Source: an optimization exercise on an open RTL-to-GDS flow (aim: small area, a short achievable clock period and few clock cycles). Production flows keep margins and buffers that such runs may drop.
In this exercise RTL edits were held to simulation tests only and were not proved equivalent to the original.
No activity file was given, so power comes from the tool's default toggle rates.

<file path="flow/config.mk">
export PLATFORM = sky130hd
export DESIGN_NAME = tinyqv_top
export DESIGN_NICKNAME = tinyqv_top
export VERILOG_FILES = /design/flow/design.v
export SDC_FILE = /design/flow/constraint.sdc
export NUM_CORES = 4
export LEC_CHECK = 0
export ABC_AREA = 1
export CAP_MARGIN = 20
export CORE_MARGIN = 2
export CORE_UTILIZATION = 40
export CTS_CLUSTER_DIAMETER = 60
export CTS_CLUSTER_SIZE = 25
export SLEW_MARGIN = 20
</file>
<file path="flow/constraint.sdc">
create_clock -name core_clock -period 15.0 [get_ports {clk}]
set_input_delay 3.0000 -clock core_clock [delete_from_list [all_inputs] [get_ports {clk}]]
set_output_delay 3.0000 -clock core_clock [all_outputs]
set_load 0.01 [all_outputs]
</file>
<file path="flow/design.v">
module tinyqv_decoder #(parameter REG_ADDR_BITS=4) (
    input [31:0] instr,
    output reg [31:0] imm,
    output reg is_load,
    output reg is_alu_imm,
    output reg is_auipc,
    output reg is_store,
    output reg is_alu_reg,
    output reg is_lui,
    output reg is_branch,
    output reg is_jalr,
    output reg is_jal,
    output reg is_ret,
    output reg is_system,
    output [2:1] instr_len,
    output reg [3:0] alu_op,   
    output reg [2:0] mem_op,       
    output reg [REG_ADDR_BITS-1:0] rs1,
    output reg [REG_ADDR_BITS-1:0] rs2,
    output reg [REG_ADDR_BITS-1:0] rd,
    output reg [2:0] additional_mem_ops,
    output reg       mem_op_increment_reg
);
    wire [31:0] Uimm = {    instr[31],   instr[30:12], {12{1'b0}}};
    wire [31:0] Iimm = {{21{instr[31]}}, instr[30:20]};
    wire [31:0] Simm = {{21{instr[31]}}, instr[30:25],instr[11:7]};
    wire [31:0] Bimm = {{20{instr[31]}}, instr[7],instr[30:25],instr[11:8],1'b0};
    wire [31:0] Jimm = {{12{instr[31]}}, instr[19:12],instr[20],instr[30:21],1'b0};
    wire [31:0] CLWSPimm     = {24'b0, instr[3:2], instr[12], instr[6:4], 2'b00};
    wire [31:0] CSWSPimm     = {24'b0, instr[8:7], instr[12:9], 2'b00};
    wire [31:0] CLSWimm      = {25'b0, instr[5], instr[12:10], instr[6], 2'b00};   
    wire [31:0] CLSHimm      = {30'b0, instr[5], 1'b0};   
    wire [31:0] CLSBimm      = {30'b0, instr[5], instr[6]};   
    wire [31:0] CJimm        = {{21{instr[12]}}, instr[8], instr[10:9], instr[6], instr[7], instr[2], instr[11], instr[5:3], 1'b0};
    wire [31:0] CBimm        = {{24{instr[12]}}, instr[6:5], instr[2], instr[11:10], instr[4:3], 1'b0};
    wire [31:0] CALUimm      = {{27{instr[12]}}, instr[6:2]};           
    wire [31:0] CLUIimm      = {{15{instr[12]}}, instr[6:2], 12'b0};
    wire [31:0] CADDI16SPimm = {{23{instr[12]}}, instr[4:3], instr[5], instr[2], instr[6], 4'b0};
    wire [31:0] CADDI4SPimm  = {22'b0, instr[10:7], instr[12:11], instr[5], instr[6], 2'b0};
    wire [31:0] CSCXTimm     = {{23{instr[12]}}, instr[9:7], instr[10], instr[11], 4'b0};
    always @(*) begin
        additional_mem_ops = 3'b000;
        mem_op_increment_reg = 1;
        is_ret = 0;
        if (instr[1:0] == 2'b11) begin
            is_load    =  (instr[6:2] == 5'b00000);  
            is_alu_imm =  (instr[6:2] == 5'b00100);  
            is_auipc   =  (instr[6:2] == 5'b00101);  
            is_store   =  (instr[6:2] == 5'b01000);  
            is_alu_reg =  (instr[6:2] == 5'b01100);  
            is_lui     =  (instr[6:2] == 5'b01101);  
            is_branch  =  (instr[6:2] == 5'b11000);  
            is_jalr    =  (instr[6:2] == 5'b11001);  
            is_jal     =  (instr[6:2] == 5'b11011);  
            is_system  =  (instr[6:2] == 5'b11100);  
            if (is_auipc || is_lui) imm = Uimm;
            else if (is_store) imm = Simm;
            else if (is_branch) imm = Bimm;
            else if (is_jal) imm = Jimm;
            else imm = Iimm;
            if (is_load || is_auipc || is_store || is_jalr || is_jal) alu_op = 4'b0000;   
            else if (is_branch) alu_op = {1'b0, !instr[14], instr[14:13]};
            else if (instr[26] && is_alu_reg) alu_op = {1'b1, instr[27:26], instr[13]};   
            else alu_op = {instr[30] && (instr[5] || instr[13:12] == 2'b01),instr[14:12]};
            mem_op = instr[14:12];
            if ((is_load || is_store) && instr[13:12] == 2'b11) begin
                mem_op = 3'b010;
                additional_mem_ops = {1'b0, instr[14], 1'b1};
            end
            if (is_store && instr[14:12] == 3'b110) begin
                mem_op = 3'b010;
                additional_mem_ops = {1'b0, instr[14], 1'b1};
                mem_op_increment_reg = 0;
            end
            rs1 = instr[15+:REG_ADDR_BITS];
            rs2 = instr[20+:REG_ADDR_BITS];
            rd  = instr[ 7+:REG_ADDR_BITS];
        end else begin
            is_load    = 0;
            is_alu_imm = 0;
            is_auipc   = 0;
            is_store   = 0;
            is_alu_reg = 0;
            is_lui     = 0;
            is_branch  = 0;
            is_jalr    = 0;
            is_jal     = 0;
            is_system  = 0;
            imm = {32{1'bx}};
            alu_op = 4'b0000;
            mem_op = 3'bxxx;
            rs1 = {REG_ADDR_BITS{1'bx}};
            rs2 = {REG_ADDR_BITS{1'bx}};
            rd = {REG_ADDR_BITS{1'bx}};
            case ({instr[1:0], instr[15:13]})
                5'b00000: begin  
                    is_alu_imm = 1;
                    imm = CADDI4SPimm;
                    rs1 = 4'd2;
                    rd  = {1'b1, instr[4:2]};
                end
                5'b00010: begin  
                    is_load = 1;
                    mem_op = 3'b010;
                    imm = CLSWimm;
                    rs1 = {1'b1, instr[9:7]};
                    rd  = {1'b1, instr[4:2]};
                end 
                5'b00100: begin  
                    imm = instr[10] ? CLSHimm : CLSBimm;
                    rs1 = {1'b1, instr[9:7]};
                    if (instr[11]) begin
                        is_store = 1;
                        mem_op = {2'b00, instr[10]};
                        rs2 = {1'b1, instr[4:2]};
                    end else begin
                        is_load = 1;
                        mem_op = {~(instr[10] & instr[6]), 1'b0, instr[10]};
                        rd = {1'b1, instr[4:2]};
                    end
                end
                5'b00110: begin  
                    is_store = 1;
                    mem_op = 3'b010;
                    imm = CLSWimm;
                    rs1 = {1'b1, instr[9:7]};
                    rs2 = {1'b1, instr[4:2]};
                end
                5'b00111: begin  
                    is_store = 1;     
                    mem_op = 3'b010;
                    imm = CSCXTimm;
                    rs1 = 4'd3;
                    rs2 = {instr[5], 3'b001};
                    additional_mem_ops = instr[4:2];
                end
                5'b01000: begin  
                    is_alu_imm = 1;
                    imm = CALUimm;
                    rs1 = instr[10:7];
                    rd  = instr[10:7];
                end
                5'b01001: begin  
                    is_jal = 1;
                    imm = CJimm;
                    rd  = 4'd1;
                end
                5'b01010: begin  
                    is_alu_imm = 1;
                    imm = CALUimm;
                    rs1 = 4'd0;
                    rd  = instr[10:7];
                end
                5'b01011: begin  
                    rd  = instr[10:7];
                    if (instr[10:7] == 4'd2) begin
                        is_alu_imm = 1;
                        imm = CADDI16SPimm;
                        rs1 = 4'd2;
                    end else begin
                        is_lui = 1;
                        imm = CLUIimm;
                    end
                end
                5'b01100: begin  
                    rs1 = {1'b1, instr[9:7]};
                    rs2 = {1'b1, instr[4:2]};
                    rd  = {1'b1, instr[9:7]};
                    imm = CALUimm;
                    if (instr[11:10] != 2'b11) begin
                        is_alu_imm = 1;
                        if (instr[11] == 1'b0) begin  
                            alu_op = {instr[10], 3'b101};
                        end else begin
                            alu_op = 4'b0111;
                        end
                    end else if (instr[12]) begin
                        is_alu_imm = 1;
                        case (instr[4:2])
                            3'b101: begin   
                                    alu_op = 4'b0100;  
                                    imm = 32'hffffffff;
                            end
                            default: begin  
                                    alu_op = 4'b0111;  
                                    imm = {16'h0000, {8{instr[3]}}, 8'hff};
                            end
                        endcase
                    end else begin
                        is_alu_reg = 1;
                        case (instr[6:5])
                            2'b00: alu_op = 4'b1000;   
                            2'b01: alu_op = 4'b0100;   
                            2'b10: alu_op = 4'b0110;   
                            2'b11: alu_op = 4'b0111;   
                        endcase
                    end
                end
                5'b01101: begin  
                    is_jal = 1;
                    imm = CJimm;
                    rd  = 4'd0;
                end                
                5'b01110: begin  
                    is_branch = 1;
                    imm = CBimm;
                    rs1 = {1'b1, instr[9:7]};
                    rs2 = 4'd0;
                    alu_op = 4'b0100;
                    mem_op = 3'b000;
                end    
                5'b01111: begin  
                    is_branch = 1;
                    imm = CBimm;
                    rs1 = {1'b1, instr[9:7]};
                    rs2 = 4'd0;
                    alu_op = 4'b0100;
                    mem_op = 3'b001;
                end
                5'b10000: begin  
                    is_alu_imm = 1;
                    imm = CALUimm;
                    rs1 = instr[10:7];
                    rd  = instr[10:7];
                    alu_op = 4'b0001;
                end
                5'b10001: begin  
                    is_load = 1;      
                    mem_op = 3'b010;
                    imm = CADDI16SPimm;
                    rs1 = 4'd3;
                    rd  = {instr[10], 3'b001};
                    additional_mem_ops = instr[9:7];
                end
                5'b10010: begin  
                    is_load = 1;
                    mem_op = 3'b010;
                    imm = CLWSPimm;
                    rs1 = 4'd2;
                    rd  = instr[10:7];
                end
                5'b10011: begin  
                    is_load = 1;
                    mem_op = 3'b010;
                    imm = CLWSPimm;
                    rs1 = 4'd4;
                    rd  = instr[10:7];
                end
                5'b10100: begin 
                    if (instr[6:2] == 0) begin
                        if (instr[11:7] == 0) begin   
                            is_system = 1;
                            imm = 1;
                        end else begin  
                            if (instr[10:7] == 4'd1 && !instr[12]) is_ret = 1;
                            is_jalr = 1;
                            imm = 0;
                            rs1 = instr[10:7];
                            rd = {3'b000, instr[12]};
                        end
                    end else begin   
                        is_alu_reg = 1;
                        rs1 = instr[12] ? instr[10:7] : 4'd0;
                        rs2 = instr[5:2];
                        rd  = instr[10:7];
                    end
                end
                5'b10101: begin  
                    is_alu_reg = 1;
                    alu_op = 4'b1010;
                    rs1 = instr[10:7];
                    rs2 = instr[5:2];
                    rd  = instr[10:7];                    
                end
                5'b10110: begin  
                    is_store = 1;
                    mem_op = 3'b010;
                    imm = CSWSPimm;
                    rs1 = 4'd2;
                    rs2 = instr[5:2];
                end
                5'b10111: begin  
                    is_store = 1;
                    mem_op = 3'b010;
                    imm = CSWSPimm;
                    rs1 = 4'd4;
                    rs2 = instr[5:2];
                end
                default: begin
                    is_system = 1;
                    imm = 32'd2;
                end
            endcase
        end
    end
    assign instr_len = (instr[1:0] == 2'b11) ? 2'b10 : 2'b01;
endmodule
module tinyqv_cpu #(parameter NUM_REGS=16, parameter REG_ADDR_BITS=4) (
    input clk,
    input rstn,
    output [23:1] instr_addr,
    output        instr_fetch_restart,
    output        instr_fetch_stall,
    input         instr_fetch_started,
    input         instr_fetch_stopped,
    input  [15:0] instr_data_in,
    input         instr_ready,
    input  [15:0] interrupt_req,
    output reg [27:0] data_addr,
    output reg [1:0]  data_write_n,  
    output reg [1:0]  data_read_n,   
    output            data_read_complete,
    output reg [31:0] data_out,
    output reg    data_continue,
    input         data_ready,   
    input  [31:0] data_in,
    input         time_pulse,
    output        debug_instr_complete,
    output        debug_instr_valid,
    output        debug_interrupt_pending,
    output        debug_branch,
    output        debug_early_branch,
    output        debug_ret,
    output        debug_reg_wen,
    output        debug_counter_0,
    output [3:0] debug_rd
);
    localparam CB = 6;                   
    localparam NE = 1 << (CB - 2);       
    localparam LB = 4;                   
    localparam NL = 1 << (CB - LB);      
    localparam LIM = 8;                  
    reg  [15:0] cache_e [0:NE-1];        
    reg  [15:0] cache_o [0:NE-1];        
    reg  [2*NE-1:0] cache_v;             
    reg  [14:CB] cache_tag [0:NL-1];     
    reg  [23:1] pc_d;                    
    reg  [31:0] ibuf;                    
    reg         ibuf_valid;
    wire [31:0] imm_de;
    wire is_load_de, is_alu_imm_de, is_auipc_de, is_store_de, is_alu_reg_de, is_lui_de;
    wire is_branch_de, is_jalr_de, is_jal_de, is_ret_de, is_system_de;
    wire [2:1] instr_len_de;
    wire [3:0] alu_op_de;
    wire [2:0] mem_op_de;
    wire [3:0] rs1_de, rs2_de, rd_de;
    wire [2:0] additional_mem_ops_de;
    wire mem_op_increment_reg_de;
    tinyqv_decoder i_decoder(
        .instr(ibuf),
        .imm(imm_de),
        .is_load(is_load_de),
        .is_alu_imm(is_alu_imm_de),
        .is_auipc(is_auipc_de),
        .is_store(is_store_de),
        .is_alu_reg(is_alu_reg_de),
        .is_lui(is_lui_de),
        .is_branch(is_branch_de),
        .is_jalr(is_jalr_de),
        .is_jal(is_jal_de),
        .is_ret(is_ret_de),
        .is_system(is_system_de),
        .instr_len(instr_len_de),
        .alu_op(alu_op_de),
        .mem_op(mem_op_de),
        .rs1(rs1_de),
        .rs2(rs2_de),
        .rd(rd_de),
        .additional_mem_ops(additional_mem_ops_de),
        .mem_op_increment_reg(mem_op_increment_reg_de)
    );
    wire accept;                         
    wire [23:1] offset_de = (ibuf[1:0] == 2'b11) ?
        (ibuf[3] ? {{4{ibuf[31]}}, ibuf[19:12], ibuf[20], ibuf[30:21]} :                       
                   {{12{ibuf[31]}}, ibuf[7], ibuf[30:25], ibuf[11:8]}) :                       
        (ibuf[14] ? {{16{ibuf[12]}}, ibuf[6:5], ibuf[2], ibuf[11:10], ibuf[4:3]} :             
                    {{13{ibuf[12]}}, ibuf[8], ibuf[10:9], ibuf[6], ibuf[7], ibuf[2], ibuf[11], ibuf[5:3]});  
    wire [23:1] target_de = pc_d + offset_de;
    wire predict_de = is_jal_de || (is_branch_de && offset_de[23]);
    wire redirect;                       
    wire [23:1] redirect_target;
    wire [23:1] pc_next  = pc_d + {21'd0, instr_len_de};
    wire [CB-1:1] h_d   = pc_d[CB-1:1];
    wire [14:CB]  tag_d = pc_d[14:CB];
    wire [14:CB]  tag_d1 = tag_d + 1'b1;
    reg  [CB-1:0] hf0;
    wire [CB-1:0] hf1   = hf0 + 1'b1;
    wire [14:CB]  tag_f0 = hf0[CB-1] ? tag_d1 : tag_d;
    wire [14:CB]  tag_f1 = hf1[CB-1] ? tag_d1 : tag_d;
    wire [CB-1:2] idx_o = hf0[CB-2:1];
    wire [CB-1:2] idx_e = hf1[CB-2:1];
    wire          swap  = hf0[0];
    wire [15:0] hw_e = cache_e[idx_e];
    wire [15:0] hw_o = cache_o[idx_o];
    wire [31:0] instr_f = swap ? {hw_e, hw_o} : {hw_o, hw_e};
    wire hit0 = cache_v[hf0[CB-2:0]] && cache_tag[hf0[CB-2:LB-1]] == tag_f0;
    wire hit1 = cache_v[hf1[CB-2:0]] && cache_tag[hf1[CB-2:LB-1]] == tag_f1;
    wire [CB-1:0] hd1    = {1'b0, h_d} + 1'b1;
    wire [14:CB]  tag_dd1 = hd1[CB-1] ? tag_d1 : tag_d;
    wire hit0_d = cache_v[h_d] && cache_tag[h_d[CB-1:LB]] == tag_d;
    wire hit1_d = cache_v[hd1[CB-2:0]] && cache_tag[hd1[CB-2:LB-1]] == tag_dd1;
    wire [23:1] pc_d2 = pc_d + 23'd1;
    wire valid_f = hit0 && (instr_f[1:0] != 2'b11 || hit1);
    always @(posedge clk) begin
        if (!rstn) begin
            pc_d <= 23'd0;
            ibuf_valid <= 1'b0;
        end else begin
            if (redirect)    pc_d <= redirect_target;
            else if (accept) pc_d <= predict_de ? target_de : pc_next;
            if (redirect || (accept && predict_de)) ibuf_valid <= 1'b0;
            else if (accept || !ibuf_valid)         ibuf_valid <= valid_f;
        end
    end
    wire [CB-1:0] hf0_fill = {1'b0, hf0[CB-2:0]} + {{(CB-2){1'b0}}, valid_f ? (instr_f[1:0] == 2'b11 ? 2'd2 : 2'd1) : 2'd0};
    always @(posedge clk) begin
        if (!rstn)                        hf0 <= {CB{1'b0}};
        else if (redirect)                hf0 <= {1'b0, redirect_target[CB-1:1]};
        else if (accept && predict_de)    hf0 <= {1'b0, target_de[CB-1:1]};
        else if (accept || !ibuf_valid)   hf0 <= hf0_fill;
    end
    always @(posedge clk)
        if (accept || !ibuf_valid) ibuf <= instr_f;
    localparam F_IDLE = 2'd0;    
    localparam F_REQ  = 2'd1;    
    localparam F_RUN  = 2'd2;    
    reg [1:0]  fstate;
    reg [14:1] stream_addr;              
    wire [15:0] hw_d = pc_d[1] ? cache_o[pc_d[CB-1:2]] : cache_e[pc_d[CB-1:2]];
    wire fetch_miss = !ibuf_valid && !(hit0_d && (hw_d[1:0] != 2'b11 || hit1_d));
    wire [14:1] miss_addr = hit0_d ? pc_d2[14:1] : pc_d[14:1];
    wire [14:1] stream_ahead = stream_addr[14:1] - pc_d[14:1];
    always @(posedge clk) begin
        if (!rstn) begin
            fstate <= F_IDLE;
        end else begin
            case (fstate)
                F_IDLE: if (fetch_miss) begin
                            fstate <= F_REQ;
                            stream_addr <= miss_addr;
                        end
                F_REQ:  if (instr_fetch_started) fstate <= F_RUN;
                default: begin
                    if (fetch_miss && stream_addr != miss_addr) begin
                        fstate <= F_REQ;
                        stream_addr <= miss_addr;
                    end else if (instr_fetch_stopped) begin
                        fstate <= F_IDLE;
                    end else if (instr_ready) begin
                        stream_addr <= stream_addr + 14'd1;
                    end
                end
            endcase
        end
    end
    wire cache_write = fstate == F_RUN && instr_ready;
    always @(posedge clk) begin
        if (cache_write) begin
            if (stream_addr[1]) cache_o[stream_addr[CB-1:2]] <= instr_data_in;
            else                cache_e[stream_addr[CB-1:2]] <= instr_data_in;
        end
    end
    always @(posedge clk) begin
        if (!rstn) begin
            cache_v <= {(2*NE){1'b0}};
        end else if (cache_write) begin
            if (cache_tag[stream_addr[CB-1:LB]] != stream_addr[14:CB]) begin
                cache_tag[stream_addr[CB-1:LB]] <= stream_addr[14:CB];
                cache_v[{stream_addr[CB-1:LB], {(LB-1){1'b0}}} +: (1 << (LB-1))] <= {{((1 << (LB-1))-1){1'b0}}, 1'b1} << stream_addr[LB-1:1];
            end else begin
                cache_v[stream_addr[CB-1:1]] <= 1'b1;
            end
        end
    end
    assign instr_addr = {9'd0, stream_addr};
    assign instr_fetch_restart = fstate == F_REQ;
    assign instr_fetch_stall = fstate == F_RUN && stream_ahead >= LIM;
    reg        e_valid;
    reg is_load, is_store, is_alu, is_lui, is_branch, is_jalr, is_jal, is_mul, is_czero, e_sub;
    reg [3:0] alu_op;
    reg [2:0] mem_op;
    reg [3:0] rs2, rd;
    reg [2:0] additional_mem_ops;
    reg       mem_op_increment_reg;
    reg [31:0] a;                
    reg [31:0] b;                
    reg [31:0] r2;               
    reg [23:1] target;           
    reg        e_predict;
    localparam X_EXEC = 3'd0;    
    localparam X_MEM  = 3'd1;    
    localparam X_WB   = 3'd2;    
    localparam X_NEXT = 3'd3;    
    localparam X_MUL  = 3'd4;    
    reg [2:0]  xstate;
    reg [3:0]  mul_count;        
    reg [31:0] regs [0:15];
    reg        wr_en;
    reg [31:0] wr_data;
    wire       wr_reg = wr_en && rd != 4'd0 && rd != 4'd3 && rd != 4'd4;
    genvar i;
    generate
        for (i = 1; i < 16; i = i + 1) begin : gen_regs
            if (i != 3 && i != 4) begin : gen_reg
                always @(posedge clk)
                    if (wr_reg && rd == i) regs[i] <= wr_data;
            end
        end
    endgenerate
    function [31:0] read_reg(input [3:0] r);
        case (r)
            4'd0: read_reg = 32'd0;
            4'd3: read_reg = 32'h01000400;   
            4'd4: read_reg = 32'h08000000;   
            default: read_reg = regs[r];
        endcase
    endfunction
    wire [3:0]  rb = xstate == X_NEXT ? rs2 : rs2_de;
    wire [31:0] rf_a = (wr_reg && rd == rs1_de) ? wr_data : read_reg(rs1_de);
    wire [31:0] rf_b = (wr_reg && rd == rb) ? wr_data : read_reg(rb);
    wire is_mul_de = (is_alu_imm_de || is_alu_reg_de) && alu_op_de[3:1] == 3'b101;
    always @(posedge clk) begin
        if (accept) begin
            is_load <= is_load_de;
            is_store <= is_store_de;
            is_alu <= is_alu_imm_de || is_alu_reg_de || is_auipc_de;
            is_lui <= is_lui_de;
            is_branch <= is_branch_de;
            is_jalr <= is_jalr_de;
            is_jal <= is_jal_de;
            is_mul <= is_mul_de;
            is_czero <= is_alu_reg_de && alu_op_de[3:1] == 3'b111;
            e_sub <= (alu_op_de[1] || alu_op_de[3]) && !is_mul_de && !is_auipc_de;
            alu_op <= is_auipc_de ? 4'b0000 : alu_op_de;
            mem_op <= mem_op_de;
            rs2 <= rs2_de;
            rd <= rd_de;
            additional_mem_ops <= additional_mem_ops_de;
            mem_op_increment_reg <= mem_op_increment_reg_de;
            a <= is_auipc_de ? {8'h00, pc_d, 1'b0} : rf_a;
            b <= (is_alu_reg_de || is_branch_de) ? rf_b : imm_de;
            r2 <= rf_b;
            target <= predict_de ? pc_next : target_de;
            e_predict <= predict_de;
        end else if (xstate == X_MUL && mul_count != 4'd0) begin
            a <= {sum[30:0], 1'b0};
            b <= r2[15] ? data_out : 32'd0;
            r2 <= {r2[30:0], 1'b0};
        end else if (e_valid && xstate == X_EXEC && is_mul) begin
            a <= 32'd0;
            b <= r2[15] ? a : 32'd0;
            r2 <= {r2[30:0], 1'b0};
        end else if (xstate == X_MEM && data_ready) begin
            b <= data_in;
        end else if (xstate == X_WB && additional_mem_ops != 3'b000) begin
            additional_mem_ops <= additional_mem_ops - 3'd1;
            rd <= rd + 4'd1;
            rs2 <= rs2 + {3'd0, mem_op_increment_reg};
        end
    end
    wire [32:0] sum = {1'b0, a} + {1'b0, b ^ {32{e_sub}}} + {32'd0, e_sub};
    wire eq  = a == b;
    wire ltu = !sum[32];
    wire lt  = (a[31] != b[31]) ? a[31] : sum[31];
    wire cmp = alu_op[0] ? ltu : alu_op[1] ? lt : eq;
    function [31:0] reverse(input [31:0] x);
        integer k;
        for (k = 0; k < 32; k = k + 1) reverse[k] = x[31-k];
    endfunction
    wire        shift_left = !alu_op[2];
    wire [31:0] shift_in = shift_left ? reverse(a) : a;
    wire        shift_fill = alu_op[3] && alu_op[2] && a[31];
    wire [63:0] shift_ext = {{32{shift_fill}}, shift_in} >> b[4:0];
    wire [31:0] shift_out = shift_left ? reverse(shift_ext[31:0]) : shift_ext[31:0];
    reg [31:0] alu_out;
    always @(*) begin
        if (is_czero)
            alu_out = ((r2 == 32'd0) ^ alu_op[0]) ? 32'd0 : a;
        else case (alu_op[2:0])
            3'b000:  alu_out = sum[31:0];
            3'b010,
            3'b011:  alu_out = {31'd0, cmp};
            3'b100:  alu_out = a ^ b;
            3'b110:  alu_out = a | b;
            3'b111:  alu_out = a & b;
            default: alu_out = shift_out;
        endcase
    end
    wire in_exec = e_valid && xstate == X_EXEC;
    wire in_mul = xstate == X_MUL;
    wire is_mem_op = is_load || is_store;
    assign redirect = in_exec && (is_jalr || (is_branch && (cmp ^ mem_op[0] ^ e_predict)));
    assign redirect_target = is_jalr ? sum[23:1] : target;
    wire exec_done = (in_exec && !is_mem_op && !is_mul) ||
                     (xstate == X_WB && additional_mem_ops == 3'b000) ||
                     (in_mul && mul_count == 4'd0);
    assign accept = (!e_valid || exec_done) && ibuf_valid;
    wire [31:0] load_ext = mem_op[1] ? b :
                           mem_op[0] ? {{16{!mem_op[2] && b[15]}}, b[15:0]} :
                                       {{24{!mem_op[2] && b[7]}}, b[7:0]};
    always @(*) begin
        wr_en = 1'b0;
        wr_data = alu_out;
        if (in_exec) begin
            if (is_alu) begin
                wr_en = !is_mul;
            end else if (is_lui) begin
                wr_en = 1'b1;
                wr_data = b;
            end else if (is_jal || is_jalr) begin
                wr_en = 1'b1;
                wr_data = {8'h00, is_jal ? target : pc_d, 1'b0};
            end
        end else if (xstate == X_WB) begin
            wr_en = is_load;
            wr_data = load_ext;
        end else if (in_mul) begin
            wr_en = mul_count == 4'd0;
            wr_data = sum[31:0];
        end
    end
    always @(posedge clk) begin
        if (!rstn) begin
            e_valid <= 1'b0;
            xstate <= X_EXEC;
            data_read_n <= 2'b11;
            data_write_n <= 2'b11;
            data_continue <= 1'b0;
        end else begin
            if (redirect)       e_valid <= 1'b0;
            else if (accept)    e_valid <= 1'b1;
            else if (exec_done) e_valid <= 1'b0;
            case (xstate)
                X_EXEC: if (e_valid) begin
                    if (is_mem_op) begin
                        data_addr <= sum[27:0];
                        data_read_n <= is_load ? mem_op[1:0] : 2'b11;
                        data_write_n <= is_store ? mem_op[1:0] : 2'b11;
                        data_out <= r2;
                        data_continue <= additional_mem_ops != 3'b000;
                        xstate <= X_MEM;
                    end else if (is_mul) begin
                        data_out <= a;
                        mul_count <= 4'd15;
                        xstate <= X_MUL;
                    end
                end
                X_MEM: if (data_ready) begin
                    data_read_n <= 2'b11;
                    data_write_n <= 2'b11;
                    xstate <= X_WB;
                end
                X_WB: begin
                    if (additional_mem_ops != 3'b000) begin
                        data_addr[3:2] <= data_addr[3:2] + 2'd1;
                        xstate <= X_NEXT;
                    end else begin
                        xstate <= X_EXEC;
                    end
                end
                X_NEXT: begin
                    data_read_n <= is_load ? mem_op[1:0] : 2'b11;
                    data_write_n <= is_store ? mem_op[1:0] : 2'b11;
                    data_out <= rf_b;
                    data_continue <= additional_mem_ops != 3'b000;
                    xstate <= X_MEM;
                end
                default: begin
                    mul_count <= mul_count - 4'd1;
                    if (mul_count == 4'd0) xstate <= X_EXEC;
                end
            endcase
        end
    end
    assign data_read_complete = 1'b0;
    assign debug_instr_complete = exec_done;
    assign debug_instr_valid = e_valid;
    assign debug_interrupt_pending = 1'b0;
    assign debug_branch = redirect;
    assign debug_early_branch = 1'b0;
    assign debug_ret = 1'b0;
    assign debug_reg_wen = wr_en;
    assign debug_counter_0 = 1'b0;
    assign debug_rd = wr_data[3:0];
    wire _unused = &{interrupt_req, time_pulse, is_ret_de, is_system_de, 1'b0};
endmodule
module qspi_controller (
    input clk,
    input rstn,
    input      [3:0] spi_data_in,
    output reg [3:0] spi_data_out,
    output reg [3:0] spi_data_oe,
    output           spi_clk_out,
    output reg       spi_flash_select,
    output reg       spi_ram_a_select,
    output reg       spi_ram_b_select,
    input [24:0] addr_in,
    input  [7:0] data_in,
    input        start_read,
    input        start_write,
    input        stall_txn,
    input        stop_txn,
    output [7:0] data_out,
    output reg   data_req,
    output reg   data_ready,
    output       busy
);
    localparam ADDR_BITS = 24;
    localparam DATA_WIDTH_BITS = 8;   
    localparam FSM_IDLE = 0;
    localparam FSM_CMD  = 1;
    localparam FSM_ADDR = 2;
    localparam FSM_DUMMY1 = 3;
    localparam FSM_DUMMY2 = 4;
    localparam FSM_DATA = 5;
    localparam FSM_STALLED = 6;
    localparam FSM_STALL_RECOVER = 7;
    reg [2:0] fsm_state;
    reg       is_writing;
    reg [ADDR_BITS-1:0]       addr;
    reg [DATA_WIDTH_BITS-1:0] data;
    reg [2:0] nibbles_remaining;
    wire [1:0] delay_cycles_cfg = 2'b01;   
    reg       spi_clk_pos;
    reg [3:0] spi_in_buffer;
    assign data_out = data;
    assign busy = fsm_state != FSM_IDLE;
    reg stop_txn_reg;
    wire stop_txn_now = stop_txn_reg || (stop_txn && (!is_writing || spi_clk_pos));
    always @(posedge clk) begin
        if (!rstn) 
            stop_txn_reg <= 0;
        else
            stop_txn_reg <= stop_txn && !stop_txn_now;
    end
    reg [1:0] read_cycles_count;
    reg last_ram_a_sel;
    reg last_ram_b_sel;
    wire ram_a_block = (last_ram_a_sel == 0) && addr_in[24:23] == 2'b10;
    wire ram_b_block = (last_ram_b_sel == 0) && addr_in[24:23] == 2'b11;
/*verilator lint_off WIDTH*/
    always @(posedge clk) begin
        if (!rstn || stop_txn_now) begin
            fsm_state <= FSM_IDLE;
            is_writing <= 0;
            nibbles_remaining <= 0;
            data_ready <= 0;
            spi_clk_pos <= 0;
            spi_data_oe <= 4'b0000;
            spi_flash_select <= 1;
            spi_ram_a_select <= 1;
            spi_ram_b_select <= 1;
            data_req <= 0;
            read_cycles_count <= 0;
        end else begin
            data_ready <= 0;
            data_req <= 0;
            if (fsm_state == FSM_IDLE) begin
                if ((start_read || start_write) && !ram_a_block && !ram_b_block) begin
                    fsm_state <= addr_in[24] ? FSM_CMD : FSM_ADDR;
                    is_writing <= !start_read && addr_in[24];   
                    nibbles_remaining <= addr_in[24] ? 2-1 : 6-1;
                    spi_data_oe <= 4'b1111;
                    spi_clk_pos <= 0;
                    spi_flash_select <= addr_in[24];
                    spi_ram_a_select <= addr_in[24:23] != 2'b10;
                    spi_ram_b_select <= addr_in[24:23] != 2'b11;
                end
            end else begin
                if (read_cycles_count == 0) read_cycles_count <= 2'b01;
                else read_cycles_count <= read_cycles_count - 2'b01;
                if (fsm_state == FSM_STALLED) begin
                    spi_clk_pos <= 0;
                    if (!stall_txn && !read_cycles_count[1]) begin
                        data_ready <= !is_writing;
                        if (is_writing) begin
                            fsm_state <= FSM_DATA;
                            read_cycles_count <= 2'b00;
                        end else begin
                            fsm_state <= (delay_cycles_cfg[1] == 0) ? FSM_DATA : FSM_STALL_RECOVER;
                            read_cycles_count <= {1'b0, delay_cycles_cfg[0]};
                        end
                    end
                end else begin
                    spi_clk_pos <= !spi_clk_pos;
                    if (((fsm_state == FSM_DATA && !is_writing) || fsm_state == FSM_STALL_RECOVER) ? (read_cycles_count == 0) : spi_clk_pos) begin
                        if (nibbles_remaining == 0) begin
                            if (fsm_state == FSM_DATA || fsm_state == FSM_STALL_RECOVER) begin
                                data_ready <= !is_writing && !stall_txn;
                                nibbles_remaining <= (DATA_WIDTH_BITS >> 2)-1;
                                if (stall_txn) begin
                                    fsm_state <= FSM_STALLED;
                                    read_cycles_count <= delay_cycles_cfg | 2'b01;
                                end else begin
                                    fsm_state <= FSM_DATA;
                                end
                            end else begin
                                fsm_state <= fsm_state + 1;
                                if (fsm_state == FSM_CMD) begin
                                    nibbles_remaining <= (ADDR_BITS >> 2)-1;
                                end
                                else if (fsm_state == FSM_ADDR) begin
                                    if (is_writing) begin
                                        fsm_state <= FSM_DATA;
                                        nibbles_remaining <= (DATA_WIDTH_BITS >> 2)-1;
                                    end else if (spi_flash_select) begin
                                        fsm_state <= FSM_DUMMY2;
                                        spi_data_oe <= 4'b0000;
                                        nibbles_remaining <= 4-1;
                                    end else begin
                                        nibbles_remaining <= 2-1;
                                    end
                                end
                                else if (fsm_state == FSM_DUMMY1) begin
                                    spi_data_oe <= 4'b0000;
                                    nibbles_remaining <= 4-1;
                                end
                                else if (fsm_state == FSM_DUMMY2) begin
                                    nibbles_remaining <= (DATA_WIDTH_BITS >> 2)-1;
                                    read_cycles_count <= delay_cycles_cfg;
                                end
                            end
                        end else begin
                            if (fsm_state == FSM_STALL_RECOVER) fsm_state <= FSM_DATA;
                            nibbles_remaining <= nibbles_remaining - 1;
                        end
                    end else begin
                        data_req <= is_writing && (fsm_state == FSM_DATA) && nibbles_remaining == 0;
                    end
                end
            end
        end
    end
/*verilator lint_on WIDTH*/
    always @(posedge clk) begin
        if (fsm_state == FSM_IDLE && (start_read || start_write)) begin
            addr <= addr_in[23:0];
        end else if (fsm_state == FSM_ADDR && spi_clk_pos) begin
            addr <= {addr[ADDR_BITS-5:0], 4'b0000};
        end
    end
    always @(posedge clk) begin
        if (is_writing) begin
            if (fsm_state == FSM_STALLED) begin
                data <= data_in;
            end else if (spi_clk_pos) begin
                if (nibbles_remaining == 0) begin
                    data <= data_in;
                end else if (fsm_state == FSM_DATA) begin
                    data <= {data[DATA_WIDTH_BITS-5:0], spi_data_in};
                end
            end
        end else if (read_cycles_count == 0 && fsm_state == FSM_DATA) begin
            data <= {data[DATA_WIDTH_BITS-5:0], spi_data_in};
        end else if (read_cycles_count == 0 && fsm_state == FSM_STALL_RECOVER) begin
            data <= {data[DATA_WIDTH_BITS-5:0], spi_in_buffer};
        end else if (read_cycles_count == 2'b10 && fsm_state == FSM_STALLED) begin
            spi_in_buffer <= spi_data_in;
        end
    end
    always @(*) begin
        case (fsm_state)
            FSM_CMD: begin  
                if (is_writing) begin
                    if (nibbles_remaining[0])
                        spi_data_out = 4'b0000;
                    else
                        spi_data_out = 4'b0010;
                end else begin
                    if (nibbles_remaining[0])
                        spi_data_out = 4'b0000;
                    else
                        spi_data_out = 4'b1011;
                end
            end
            FSM_ADDR:   spi_data_out = addr[ADDR_BITS-1:ADDR_BITS-4];
            FSM_DUMMY1: spi_data_out = 4'b1010;
            FSM_DATA:   spi_data_out = is_writing ? data[DATA_WIDTH_BITS-1:DATA_WIDTH_BITS-4] : 4'b1111;
            default:    spi_data_out = 4'b1010;
        endcase
    end
    always @(posedge clk) begin
        if (!rstn) begin
            last_ram_a_sel <= 1;
            last_ram_b_sel <= 1;
        end else begin
            last_ram_a_sel <= spi_ram_a_select;
            last_ram_b_sel <= spi_ram_b_select;
        end
    end
    assign spi_clk_out = spi_clk_pos;
endmodule
module tinyqv_mem_ctrl (
    input clk,
    input rstn,
    input [23:1] instr_addr,
    input        instr_fetch_restart,
    input        instr_fetch_stall,
    output reg     instr_fetch_started,
    output reg     instr_fetch_stopped,
    output  [15:0] instr_data,
    output         instr_ready,
    input [24:0] data_addr,
    input [1:0]  data_write_n,  
    input [1:0]  data_read_n,   
    input [31:0] data_to_write,
    input        data_continue,  
    output         data_ready,   
    output  [31:0] data_from_read,
    input      [3:0] spi_data_in,
    output     [3:0] spi_data_out,
    output     [3:0] spi_data_oe,
    output           spi_clk_out,
    output           spi_flash_select,
    output           spi_ram_a_select,
    output           spi_ram_b_select,
    output        debug_stall_txn,
    output        debug_stop_txn
);
    reg start_instr;
    reg start_read;
    reg start_write;
    reg stop_txn;
    reg continue_txn;
    reg [1:0] data_txn_n;
    reg [1:0] data_txn_len;
    reg qspi_write_done;
    wire qspi_busy;
    reg instr_active;
    wire is_instr = instr_active || start_instr;
    wire [1:0] txn_len = is_instr ? 2'b01 : data_txn_len;
    wire [24:0] addr_in = is_instr ? {1'b0, instr_addr, 1'b0} : data_addr[24:0];
    reg [31:0] qspi_data_buf;
    reg [1:0] qspi_data_byte_idx;
    wire qspi_data_req;
    wire qspi_data_ready;
    wire [7:0] qspi_data_out;
    wire stall_txn = instr_active && instr_fetch_stall && !instr_ready && qspi_data_byte_idx == 2'b01;
    reg data_stall;
    always @(*) begin
        start_instr = 0;
        start_read = 0;
        start_write = 0;
        stop_txn = 0;
        data_txn_n = data_write_n & data_read_n;
        if (qspi_busy || qspi_write_done) begin
            if (instr_active) begin
                if (instr_fetch_restart && (!instr_fetch_started || stall_txn)) begin
                    stop_txn = 1;
                end else if ((qspi_data_ready && qspi_data_byte_idx == 2'b01) || instr_fetch_stall) begin
                    if (data_txn_n != 2'b11) begin
                        stop_txn = 1;
                    end
                end
            end else if ((qspi_data_ready || qspi_data_req) && qspi_data_byte_idx == data_txn_len && !continue_txn) begin
                stop_txn = 1;
            end
        end else begin
            if (data_read_n != 2'b11)
                start_read = 1;
            else if (data_write_n != 2'b11)
                start_write = 1;
            else if (instr_fetch_restart)
                start_instr = 1;
        end
    end
    always @(posedge clk) begin
        if (!rstn || stop_txn) begin
            instr_active <= 0;
        end else begin
            instr_active <= qspi_busy ? instr_active : start_instr;
        end
    end
    wire [1:0] write_qspi_data_byte_idx = qspi_data_byte_idx + (qspi_data_req ? 2'b01 : 2'b00);
    qspi_controller q_ctrl(
        .clk(clk),
        .rstn(rstn),
        .spi_data_in(spi_data_in),
        .spi_data_out(spi_data_out),
        .spi_data_oe(spi_data_oe),
        .spi_clk_out(spi_clk_out),
        .spi_flash_select(spi_flash_select),
        .spi_ram_a_select(spi_ram_a_select),
        .spi_ram_b_select(spi_ram_b_select),
        .addr_in(addr_in),
        .data_in(qspi_data_buf[{write_qspi_data_byte_idx,3'b000} +:8]),
        .start_read(start_read || start_instr),
        .start_write(start_write),
        .stall_txn(stall_txn || data_stall),
        .stop_txn(stop_txn),
        .data_out(qspi_data_out),
        .data_req(qspi_data_req),
        .data_ready(qspi_data_ready),
        .busy(qspi_busy)
    );
    always @(posedge clk) begin
        if (!rstn) begin
            instr_fetch_started <= 1'b0;
            instr_fetch_stopped <= 1'b0;
        end else begin
            instr_fetch_started <= start_instr;
            instr_fetch_stopped <= stop_txn;
        end
    end
    always @(posedge clk) begin
        if (!rstn || start_instr || start_read || start_write) begin
            qspi_data_byte_idx <= 2'b00;
        end else begin
            if (qspi_data_ready || qspi_data_req) begin
                qspi_data_byte_idx <= qspi_data_byte_idx + 2'b01;
                if (qspi_data_byte_idx == txn_len) begin
                    qspi_data_byte_idx <= 0;
                end
            end
        end
    end
    always @(posedge clk) begin
        if (qspi_data_ready) begin
            qspi_data_buf[{qspi_data_byte_idx,3'b000} +:8] <= qspi_data_out;
        end else if (data_write_n != 2'b11 && (data_stall || start_write)) begin
            qspi_data_buf <= data_to_write;
        end
    end
    assign instr_data = {qspi_data_out, qspi_data_buf[7:0]};
    assign instr_ready = instr_active && qspi_data_ready && qspi_data_byte_idx == 2'b01;
    always @(posedge clk) begin
        qspi_write_done <= qspi_data_req && qspi_data_byte_idx == data_txn_len;
    end
    always @(posedge clk) begin
        if (!rstn)
            data_txn_len <= 2'b11;
        else if (start_read || start_write) begin
            data_txn_len <= {data_txn_n[1], data_txn_n[1] | data_txn_n[0]};   
        end
    end
    always @(posedge clk) begin
        if (!rstn) begin
            continue_txn <= 0;
        end else begin
            if (continue_txn) begin
                if ((qspi_data_req && qspi_data_byte_idx + 2'b01 == data_txn_len) ||
                    (qspi_data_ready && qspi_data_byte_idx == data_txn_len))
                begin
                    data_stall <= 1;
                end else if (data_stall && qspi_data_byte_idx == 2'b00 && ((data_read_n != 2'b11 && !data_ready) || data_write_n != 2'b11)) begin
                    data_stall <= 0;
                    continue_txn <= data_continue;
                end
            end else begin
                data_stall <= 0;
                if (start_write || start_read) begin
                    continue_txn <= data_continue;
                end
            end
        end
    end
    assign data_ready = !instr_active && ((qspi_data_ready && qspi_data_byte_idx == data_txn_len) || (data_write_n != 2'b11 && ((data_stall && qspi_data_byte_idx == 2'b00) || start_write)));
    assign data_from_read = data_ready ? ({qspi_data_out, qspi_data_buf[23:16],
        data_txn_len == 2'b01 ? qspi_data_out : qspi_data_buf[15:8],
        data_txn_len == 2'b00 ? qspi_data_out : qspi_data_buf[7:0]}) : qspi_data_buf;
    assign debug_stall_txn = stall_txn;
    assign debug_stop_txn = stop_txn;
endmodule
`default_nettype none
module tinyQV (
    input clk,
    input rstn,
    output [27:0] data_addr,
    output  [1:0] data_write_n,  
    output  [1:0] data_read_n,   
    output        data_read_complete,
    output [31:0] data_out,    
    input         data_ready,   
    input  [31:0] data_in,
    input  [15:0] interrupt_req,
    input         time_pulse,
    input   [3:0] spi_data_in,
    output  [3:0] spi_data_out,
    output  [3:0] spi_data_oe,
    output        spi_clk_out,
    output        spi_flash_select,
    output        spi_ram_a_select,
    output        spi_ram_b_select,
    output        debug_instr_complete,
    output        debug_instr_ready,
    output        debug_instr_valid,
    output        debug_fetch_restart,
    output        debug_data_ready,
    output        debug_interrupt_pending,
    output        debug_branch,
    output        debug_early_branch,
    output        debug_ret,
    output        debug_reg_wen,
    output        debug_counter_0,
    output        debug_data_continue,
    output        debug_stall_txn,
    output        debug_stop_txn,
    output  [3:0] debug_rd
);
  wire [23:1] instr_addr;
  wire        instr_fetch_restart;
  wire        instr_fetch_stall;
  wire        instr_fetch_started;
  wire        instr_fetch_stopped;
  wire [15:0] instr_data;
  wire        instr_ready;
  wire [27:0] qv_data_addr;
  wire  [1:0] qv_data_write_n;
  wire  [1:0] qv_data_read_n;
  wire        qv_data_read_complete;
  wire [31:0] qv_data_to_write;
  wire        qv_data_ready;
  wire [31:0] qv_data_from_read;
  wire        qv_data_continue;
  wire  [1:0] mem_data_write_n;
  wire  [1:0] mem_data_read_n;
  wire        mem_data_ready;
  wire [31:0] mem_data_from_read;
  wire is_mem = qv_data_addr[27:25] == 0;
  assign qv_data_ready = is_mem ? mem_data_ready : data_ready;
  assign qv_data_from_read = is_mem ? mem_data_from_read : data_in;
  assign mem_data_write_n = is_mem ? qv_data_write_n : 2'b11;
  assign mem_data_read_n =  is_mem ? qv_data_read_n  : 2'b11;
  assign data_addr = qv_data_addr;
  assign data_write_n =       !is_mem ? qv_data_write_n       : 2'b11;
  assign data_read_n =        !is_mem ? qv_data_read_n        : 2'b11;
  assign data_read_complete = !is_mem ? qv_data_read_complete : 0;
  assign data_out = qv_data_to_write;
  reg rst_reg_n;
  always @(posedge clk) rst_reg_n <= rstn;
  tinyqv_cpu cpu(
        .clk(clk),
        .rstn(rst_reg_n),
        .instr_addr(instr_addr),
        .instr_fetch_restart(instr_fetch_restart),
        .instr_fetch_stall(instr_fetch_stall),
        .instr_fetch_started(instr_fetch_started),
        .instr_fetch_stopped(instr_fetch_stopped),
        .instr_data_in(instr_data),
        .instr_ready(instr_ready),
        .interrupt_req(interrupt_req),
        .data_addr(qv_data_addr),
        .data_write_n(qv_data_write_n),
        .data_read_n(qv_data_read_n),
        .data_read_complete(qv_data_read_complete),
        .data_out(qv_data_to_write),
        .data_continue(qv_data_continue),
        .data_ready(qv_data_ready),
        .data_in(qv_data_from_read),
        .time_pulse(time_pulse),
        .debug_instr_complete(debug_instr_complete),
        .debug_instr_valid(debug_instr_valid),
        .debug_interrupt_pending(debug_interrupt_pending),
        .debug_branch(debug_branch),
        .debug_early_branch(debug_early_branch),
        .debug_ret(debug_ret),
        .debug_reg_wen(debug_reg_wen),
        .debug_counter_0(debug_counter_0),
        .debug_rd(debug_rd)
    );
  tinyqv_mem_ctrl mem(
        .clk(clk),
        .rstn(rstn),
        .instr_addr(instr_addr),
        .instr_fetch_restart(instr_fetch_restart),
        .instr_fetch_stall(instr_fetch_stall),
        .instr_fetch_started(instr_fetch_started),
        .instr_fetch_stopped(instr_fetch_stopped),
        .instr_data(instr_data),
        .instr_ready(instr_ready),
        .data_addr(qv_data_addr[24:0]),
        .data_write_n(mem_data_write_n),
        .data_read_n(mem_data_read_n),
        .data_to_write(qv_data_to_write),
        .data_continue(qv_data_continue),
        .data_ready(mem_data_ready),
        .data_from_read(mem_data_from_read),
        .spi_data_in(spi_data_in),
        .spi_data_out(spi_data_out),
        .spi_data_oe(spi_data_oe),
        .spi_flash_select(spi_flash_select),
        .spi_ram_a_select(spi_ram_a_select),
        .spi_ram_b_select(spi_ram_b_select),
        .spi_clk_out(spi_clk_out),
        .debug_stall_txn(debug_stall_txn),
        .debug_stop_txn(debug_stop_txn)
    );
    assign debug_instr_ready = instr_ready;
    assign debug_fetch_restart = instr_fetch_restart;
    assign debug_data_ready = qv_data_ready;
    assign debug_data_continue = qv_data_continue;
endmodule
`default_nettype none
module tinyqv_top (
    input         clk,
    input         rst_n,
    output [27:0] data_addr,
    output  [1:0] data_write_n,
    output  [1:0] data_read_n,
    output [31:0] data_out,
    input         data_ready,
    input  [31:0] data_in,
    input   [3:0] spi_data_in,
    output  [3:0] spi_data_out,
    output  [3:0] spi_data_oe,
    output        spi_clk_out,
    output        spi_flash_select,
    output        spi_ram_a_select,
    output        spi_ram_b_select
);
    wire        data_read_complete;
    wire [15:0] debug_unused;
    wire  [3:0] debug_rd;
    tinyQV i_tinyqv (
        .clk(clk),
        .rstn(rst_n),
        .data_addr(data_addr),
        .data_write_n(data_write_n),
        .data_read_n(data_read_n),
        .data_read_complete(data_read_complete),
        .data_out(data_out),
        .data_ready(data_ready),
        .data_in(data_in),
        .interrupt_req(16'd0),
        .time_pulse(1'b0),
        .spi_data_in(spi_data_in),
        .spi_data_out(spi_data_out),
        .spi_data_oe(spi_data_oe),
        .spi_clk_out(spi_clk_out),
        .spi_flash_select(spi_flash_select),
        .spi_ram_a_select(spi_ram_a_select),
        .spi_ram_b_select(spi_ram_b_select),
        .debug_instr_complete(debug_unused[0]),
        .debug_instr_ready(debug_unused[1]),
        .debug_instr_valid(debug_unused[2]),
        .debug_fetch_restart(debug_unused[3]),
        .debug_data_ready(debug_unused[4]),
        .debug_interrupt_pending(debug_unused[5]),
        .debug_branch(debug_unused[6]),
        .debug_early_branch(debug_unused[7]),
        .debug_ret(debug_unused[8]),
        .debug_reg_wen(debug_unused[9]),
        .debug_counter_0(debug_unused[10]),
        .debug_data_continue(debug_unused[11]),
        .debug_stall_txn(debug_unused[12]),
        .debug_stop_txn(debug_unused[13]),
        .debug_rd(debug_rd)
    );
    assign debug_unused[15:14] = 2'b00;
    wire _unused = &{data_read_complete, debug_unused, debug_rd, 1'b0};
endmodule
</file>
<file path="flow/flow/run.sh">
#!/bin/bash
# The standard layout (standard.sh: standard synthesis, then ORFS to
# finish at the design's clock period and constraints), with clock tree
# synthesis told not to add dummy loads for balancing, and timing repair
# aiming for 9 ns of setup slack.
set -e
export CTS_ARGS="-sink_clustering_enable -repair_clock_nets -sink_clustering_size 25 -sink_clustering_max_diameter 60 -dont_use_dummy_load"
export SETUP_SLACK_MARGIN=9
bash standard.sh > standard.log 2>&1
</file>
<file path="flow/standard.sh">
#!/bin/bash
# synth_recipe.tcl (not shown) runs the flow's synth.tcl, then flattens the netlist and writes it again
# the make line also repeats each setting of config.mk as NAME=value (left out here)
make -C /OpenROAD-flow-scripts/flow DESIGN_CONFIG=/design/flow/config.mk WORK_HOME=/design/flow/orfs CLKGATE_MAP_FILE= SYNTH_SCRIPT=/design/flow/synth_recipe.tcl "${@:-finish}"
</file>
==> impl_metrics.env, run 1 <==
export IMPL_path_class="flop to output port"
export IMPL_vias=77900
export IMPL_worstPathRequired_ns=12.00
export IMPL_hp_class="flop to flop"
export IMPL_cts_num_sinks=1404
export IMPL_nFillCells=20600
export IMPL_seq_area_sq_um=41000
export IMPL_cp_startpoint="i_tinyqv.mem.q_ctrl.is_writing"
export IMPL_cts_setup_buffers=0
export IMPL_overflow=0
export IMPL_drtPass1Iterations=6
export IMPL_cts_resized=0
export IMPL_io_buffers=114
export IMPL_tns_ns=0
export IMPL_worst_slew_pin_slew_ns=1.20
export IMPL_p_leak_uw=0.0356
export IMPL_drt_total_wl_mm=377
export IMPL_finalNetCount=10200
export IMPL_cp_arrival_ns=2.76
export IMPL_grt_pass1_wl_mm=527
export IMPL_ys_seq_area_frac=0.493
export IMPL_ys_types=71
export IMPL_drv_slew=0
export IMPL_syn_inst=10100
export IMPL_dpl_cell_area_sq_um=87500
export IMPL_synth_top_cell_by_area="edfxtp_1"
export IMPL_antenna_found_initial=23
export IMPL_yosysMostFrequentCell="nand2_1"
export IMPL_critPathLaunchType="flop"
export IMPL_rr_endpoint="i_tinyqv.cpu.b[2]"
export IMPL_avgViaCountPerCell=6.08
export IMPL_crit_end="spi_data_out[1]"
export IMPL_rows=167
export IMPL_rr_startpoint="i_tinyqv.cpu.ibuf[1]"
export IMPL_max_slew_margin=0.195
export IMPL_grt_usage=0.346
export IMPL_synth_commonest_cells="nand2_1 (2,327), edfxtp_1 (1,292), inv_1 (1,067)"
export IMPL_finalHoldViolCount=0
export IMPL_drtAntennaViolNets=0
export IMPL_initial_core_util=0.402
export IMPL_drt_iter0_markers=12100
export IMPL_post_synth_cell_area_avg_sq_um=8.24
export IMPL_ys_seq_elements=1404
export IMPL_drc=0
export IMPL_syn2layout_area_growth_pct=9.02
export IMPL_wl_per_cell_um=29.4
export IMPL_synth_flop_cell="edfxtp_1"
export IMPL_drive_gt1_frac=0.0501
export IMPL_gp_congestion=1.04
export IMPL_multi_input_area_sq_um=36100
export IMPL_yosysTopAreaCellShare=0.466
export IMPL_setup_worst_path_end_class="output port"
export IMPL_min_period_over_period=0.384
export IMPL_regToRegSetupSlack_ns=9.53
export IMPL_ys_warnings_count=102
export IMPL_synth_area_leaders="edfxtp_1 (47%), nand2_1 (10%), nand3_1 (5.5%), o21ai_0 (4.9%), inv_1 (4.8%)"
export IMPL_netlist_area_sq_um=83300
export IMPL_clock_latency_ns=0.84
export IMPL_top_level_ports=115
export IMPL_worstPathMaxFanout=17
export IMPL_r2r_cells=18
export IMPL_die_area_sq_um=212000
export IMPL_p_per_area_nw_per_um2=125
export IMPL_root_buffer="clkbuf_16"
export IMPL_hpwl_mm=271
export IMPL_status="no timing/DRC/antenna violations"
export IMPL_setup_viol=0
export IMPL_clk_pin_slew_ns=0.06
export IMPL_clock_tree_buffer_depth=3
export IMPL_ir_drop_uv=137
export IMPL_cts_max_level=4
export IMPL_synth_edf_count=1292
export IMPL_numCtsBuffers=131
export IMPL_maxCapViolations=0
export IMPL_die_y_um=460
export IMPL_cts_tree="done"
export IMPL_async_flop_share=0
export IMPL_fmax_mhz=173
export IMPL_top_register="i_tinyqv.cpu.regs"
export IMPL_rsz0062_at_grt="no"
export IMPL_largest_reg_flops=416
export IMPL_clock_skew_ns=0.0941
export IMPL_core_area_sq_um=207000
export IMPL_grt_max_degree=137
export IMPL_min_period_ns=5.76
export IMPL_syn_nets=10300
export IMPL_fin_area_sq_um=90800
export IMPL_first_global_vias=70200
export IMPL_die_x_um=460
export IMPL_holdBufCountCts=0
logic make-up (layout without fill, tap and decap cells):
| kind of cell | count (synthesis) | in the layout | share of synthesized area |
|---|---|---|---|
| AND/OR/NAND/NOR | 4319 | 4319 | 0.218 |
| other | 0 | 3 | 0 |
| buffers and inverters | 1668 | 1573 | 0.0779 |
| multiplexers | 61 | 61 | 0.00735 |
| XOR/XNOR | 161 | 161 | 0.0169 |
| adder cells (fa/ha/maj) | 180 | 180 | 0.0274 |
| flip-flops | 1404 | 1404 | 0.493 |
| AO/OA/AOI/OAI | 2317 | 2317 | 0.160 |
metrics by stage:
stage / cells / total power, uW / hold slack (ns) / util / setup WS [ns]
6_report: 12800 / 11300 / 0.470 / 0.438 / 9.24
5_1_grt: 12800 / 11700 / 0.507 / 0.438 / 9.06
4_1_cts: 12800 / 11200 / 0.470 / 0.438 / 9.14
3_5_place_dp: 12700 / 8280 / 0.462 / 0.423 / 9.70
3_3_place_gp: 12700 / 8270 / 0.452 / 0.422 / 9.67
2_1_floorplan: 10100 / 6630 / 0.441 / - / 9.08
routing by layer:
layer	share of wire	track usage	vias up	wire, um
li1	-	-	34700	-
met1	0.43	0.510	37600	162000
met2	0.40	0.485	4915	152000
met3	0.12	0.0853	705	46400
met4	0.043	0.129	18	16100
met5	0.00032	0	-	120
worst min-delay path by stage:
stage	startpoint	to	slack, ns	cells past startpoint
floorplan	i_tinyqv.mem.q_ctrl.nibbles_remaining[1]	i_tinyqv.mem.q_ctrl.nibbles_remaining[1]	0.44	2
global placement	i_tinyqv.mem.q_ctrl.nibbles_remaining[1]	i_tinyqv.mem.q_ctrl.nibbles_remaining[1]	0.45	2
detailed placement	i_tinyqv.mem.q_ctrl.nibbles_remaining[1]	i_tinyqv.mem.q_ctrl.nibbles_remaining[1]	0.46	2
CTS	i_tinyqv.mem.q_ctrl.nibbles_remaining[1]	i_tinyqv.mem.q_ctrl.nibbles_remaining[1]	0.47	2
global route	i_tinyqv.cpu.cache_v[0]	i_tinyqv.cpu.cache_v[0]	0.51	2
finish	i_tinyqv.mem.q_ctrl.nibbles_remaining[1]	i_tinyqv.mem.q_ctrl.nibbles_remaining[1]	0.47	2
worst max-delay path, stage by stage (launching register included):
cell             delay (ns)
dfxtp_1                0.62
inv_1                  0.43
o21ai_0                0.30
nand4_1                0.11
clkdlybuf4s50_1        0.49
power by group:
group / switching (uW) / internal (uW)
Sequential: 365 / 4760
Clock: 1420 / 1530
Combinational: 2480 / 780
Total: 4270 / 7070
layout by cell type (no fill, tap or decap), types with 134 or more instances in the layout:
cell / Yosys / routed
a21oi_1: 668 / 667
buf_4: 15 / 198
edfxtp_1: 1292 / 1292
ha_1: 176 / 175
inv_1: 1067 / 1063
nand2_1: 2327 / 2321
nand3_1: 914 / 914
nor2_1: 727 / 703
nor3_1: 150 / 134
o211ai_1: 191 / 191
o21ai_0: 817 / 813
o22ai_1: 239 / 239
final cells by class:
class / count / area share
tap: 2788 / 0.0384
multi-input combinational: 7038 / 0.397
timing repair buffer: 314 / 0.0293
sequential: 1404 / 0.452
inverter: 1128 / 0.0467
clock buffer: 131 / 0.0361
antenna: 3 / 0.0000827
Testbench counts, summed over its fixed seeds: cycles 547,246.
==> run 2, diff against run 1 <==
==> flow/flow/run.sh (replaced) <==
#!/bin/bash
# The standard layout (standard.sh: standard synthesis, then ORFS to
# finish at the design's clock period and constraints), with clock tree
# synthesis told not to add dummy loads for balancing, and timing repair
# aiming for 9.5 ns of setup slack.
set -e
export CTS_ARGS="-sink_clustering_enable -repair_clock_nets -sink_clustering_size 25 -sink_clustering_max_diameter 60 -dont_use_dummy_load"
export SETUP_SLACK_MARGIN=9.5
bash standard.sh > standard.log 2>&1
==> impl_metrics.env, run 2 <==
export IMPL_p_leak_uw=0.0355
export IMPL_async_flop_share=0
export IMPL_drtAntennaViolNets=0
export IMPL_layout_commonest_cell="nand2_1"
export IMPL_max_slew_margin=0.207
export IMPL_worst_slack_ns=9.64
export IMPL_numCtsBuffers=119
export IMPL_hp_class="flop to flop"
export IMPL_synth_flop_cell="edfxtp_1"
export IMPL_fmax_mhz=187
export IMPL_ys_seq_elements=1404
export IMPL_vias=77900
export IMPL_finalNetCount=10200
export IMPL_synth_commonest_cells="nand2_1 (2,327), edfxtp_1 (1,292), inv_1 (1,067)"
export IMPL_setup_worst_path_end_class="output port"
export IMPL_grt_pass1_wl_mm=518
export IMPL_status="no timing/DRC/antenna violations"
export IMPL_p_comb_frac=0.292
export IMPL_synth_edf_count=1292
export IMPL_critPathLaunchType="flop"
export IMPL_yosysMostFrequentCell="nand2_1"
export IMPL_tns_ns=0
export IMPL_io_buffers=114
export IMPL_drive_gt1_frac=0.0520
export IMPL_p_per_area_nw_per_um2=122
export IMPL_crit_chain="inv_1 -> ha_1 -> nand2_2 -> nand2_1 -> nand4_1 -> clkdlybuf4s50_1"
export IMPL_cp_arrival_ns=2.36
export IMPL_dp_slack_ns=9.48
export IMPL_drt_total_wl_mm=366
export IMPL_clock_tree_buffer_depth=3
export IMPL_top_register="i_tinyqv.cpu.regs"
export IMPL_crit_slowest_cell="clkdlybuf4s50_1"
export IMPL_drtPass1Iterations=7
export IMPL_holdBufCountCts=0
export IMPL_switchingPower_uw=4180
export IMPL_wl_per_cell_um=28.6
export IMPL_largest_reg_flops=416
export IMPL_worst_slew_pin_slew_ns=1.18
export IMPL_ir_drop_uv=101
export IMPL_nFillCells=20400
export IMPL_grt_max_degree=87
export IMPL_die_area_sq_um=212000
export IMPL_final_cell_mix="nand2_1 (2,317), edfxtp_1 (1,292), inv_1 (1,059)"
export IMPL_yosysTopAreaCellShare=0.466
export IMPL_clock_skew_ns=0.126
export IMPL_drc=0
export IMPL_first_global_vias=71000
export IMPL_clock_latency_ns=0.84
export IMPL_finalHoldViolCount=0
export IMPL_syn_nets=10300
export IMPL_netlist_area_sq_um=83300
export IMPL_worstPathMaxFanout=5
export IMPL_syn_inst=10100
export IMPL_setup_viol=0
export IMPL_p_seq_frac=0.458
export IMPL_power_total_uw=11100
export IMPL_p_clk_frac=0.250
export IMPL_overflow=0
export IMPL_p_int_uw=6910
export IMPL_root_buffer="clkbuf_16"
export IMPL_max_stage_delay_ns=0.54
export IMPL_synth_top_cell_by_area="edfxtp_1"
export IMPL_top_level_ports=115
export IMPL_avgViaCountPerCell=6.07
export IMPL_gp_congestion=1.06
export IMPL_hpwl_mm=263
export IMPL_grt_usage=0.337
export IMPL_ys_types=71
export IMPL_initial_core_util=0.402
export IMPL_clk_pin_slew_ns=0.05
export IMPL_rows=167
export IMPL_cts_tree="done"
export IMPL_cts_num_sinks=1404
export IMPL_core_area_sq_um=207000
export IMPL_die_x_um=460
export IMPL_drv_slew=0
export IMPL_cts_max_level=3
export IMPL_synth_area_leaders="edfxtp_1 (47%), nand2_1 (10%), nand3_1 (5.5%), o21ai_0 (4.9%), inv_1 (4.8%)"
export IMPL_die_y_um=460
export IMPL_rsz0062_at_grt="no"
export IMPL_path_delay_family="buffers and inverters"
export IMPL_swShare=0.377
export IMPL_syn2layout_area_growth_pct=8.97
export IMPL_min_period_ns=5.36
export IMPL_ys_seq_area_frac=0.493
export IMPL_crit_buf_inv=2
export IMPL_path_class="flop to output port"
export IMPL_post_synth_cell_area_avg_sq_um=8.24
export IMPL_drt_iter0_markers=12400
export IMPL_ys_warnings_count=102
export IMPL_antenna_found_initial=16
export IMPL_min_period_over_period=0.357
export IMPL_worstPathRequired_ns=12.00
export IMPL_maxCapViolations=0
run 2: worst paths after layout:
check / from / endpoint / slack (ns) / cells past startpoint
max reg2reg: i_tinyqv.cpu.b[0] / i_tinyqv.cpu.pc_d[3] / 9.67 / 28
min: i_tinyqv.mem.q_ctrl.nibbles_remaining[1] / i_tinyqv.mem.q_ctrl.nibbles_remaining[1] / 0.46 / 2
max: i_tinyqv.mem.q_ctrl.fsm_state[0] / spi_data_out[3] / 9.64 / 6
min reg2reg: i_tinyqv.mem.q_ctrl.nibbles_remaining[1] / i_tinyqv.mem.q_ctrl.nibbles_remaining[1] / 0.46 / 2
run 2: routing by layer:
layer / share of wire / vias to the layer above / global-route usage / routed length (um)
met5: 0.00013 / - / 0 / 48
met4: 0.043 / 8 / 0.129 / 15800
met3: 0.13 / 703 / 0.0871 / 46900
met2: 0.41 / 4983 / 0.487 / 152000
met1: 0.42 / 37500 / 0.480 / 152000
li1: - / 34600 / - / -
run 2: power groups by stage:
stage               clock network (uW)  registers, uW  logic, uW
finish                            2770           5090       3240
global route                      2920           5080       3410
global placement                     0           5130       3060
detailed placement                   0           5130       3070
floorplan                            0           4970       1650
CTS                               2800           5050       3080
run 2: metrics by stage:
stage                     hold slack (ns)  utilization  cells  instance area [sq um]
final                               0.463        0.438  12800                  90700
after global routing                0.503        0.438  12800                  90700
after CTS                           0.466        0.438  12800                  90600
after detailed placement            0.459        0.423  12700                  87500
after global placement              0.451        0.423  12700                  87500
after floorplan                     0.441            -  10100                  83300
run 2: repair_timing:
action,in CTS,in global routing
pin swaps,1,0
endpoints found under the setup margin,10,33
resized for setup,16,13
buffers inserted,5,2
cloned,1,0
run 2: worst register-to-register path: cells and delay by family (launching register included):
kind	cells	cell delay, ns
buffers and inverters	7	1.63
AND/OR/NAND/NOR	19	2.69
flip-flops	1	0.32
AO/OA/AOI/OAI	1	0.13
adder cells (fa/ha/maj)	1	0.45
run 2: logic make-up after synthesis:
group,Yosys count,synth area share
AOI/OAI and AO/OA,2317,0.160
and+or+nand+nor,4319,0.218
xor gates and xnor gates,161,0.0169
adders and majority gates,180,0.0274
muxes,61,0.00735
buffers and inverters,1668,0.0779
DFF,1404,0.493
run 2: area by class of cell:
| cell class | count | area [sq um] | area share |
|---|---|---|---|
| Antenna cell | 10 | 25.0 | 0.000276 |
| Inverter | 1128 | 4260 | 0.0469 |
| Clock buffer | 119 | 2980 | 0.0328 |
| Timing Repair Buffer | 331 | 2830 | 0.0311 |
| Sequential cell | 1404 | 41100 | 0.452 |
| Multi-Input combinational cell | 7038 | 36100 | 0.398 |
| Tap cell | 2788 | 3490 | 0.0384 |

re-timing with driven ports:
The results above use ideal ports. As a check the final layouts listed here were re-extracted and re-timed, cells and wires unchanged. Step 1 assumes that a clkbuf_16 drives the clock port and a buf_2 every other input. Step 2 also shifts input and output timing later by t, the mid clock arrival at the registers, as if the neighbouring blocks saw the same clock. a / b / c = ideal ports / drivers / drivers and shift; a / b = the first two.
| run | t (ns) | setup slack, ns | worst setup path at the end | latest minus earliest clock arrival (ns) | worst register clock-pin slew, ns |
|---|---|---|---|---|---|
| run 1 | 0.870 | 9.236 / 9.154 / 9.534 | register to register | 0.094 / 0.094 | 0.09 / 0.09 |
| run 2 | 0.865 | 9.644 / 9.560 / 9.670 | register to register | 0.137 / 0.136 | 0.10 / 0.10 |
After both steps setup and hold are still met in every run listed.
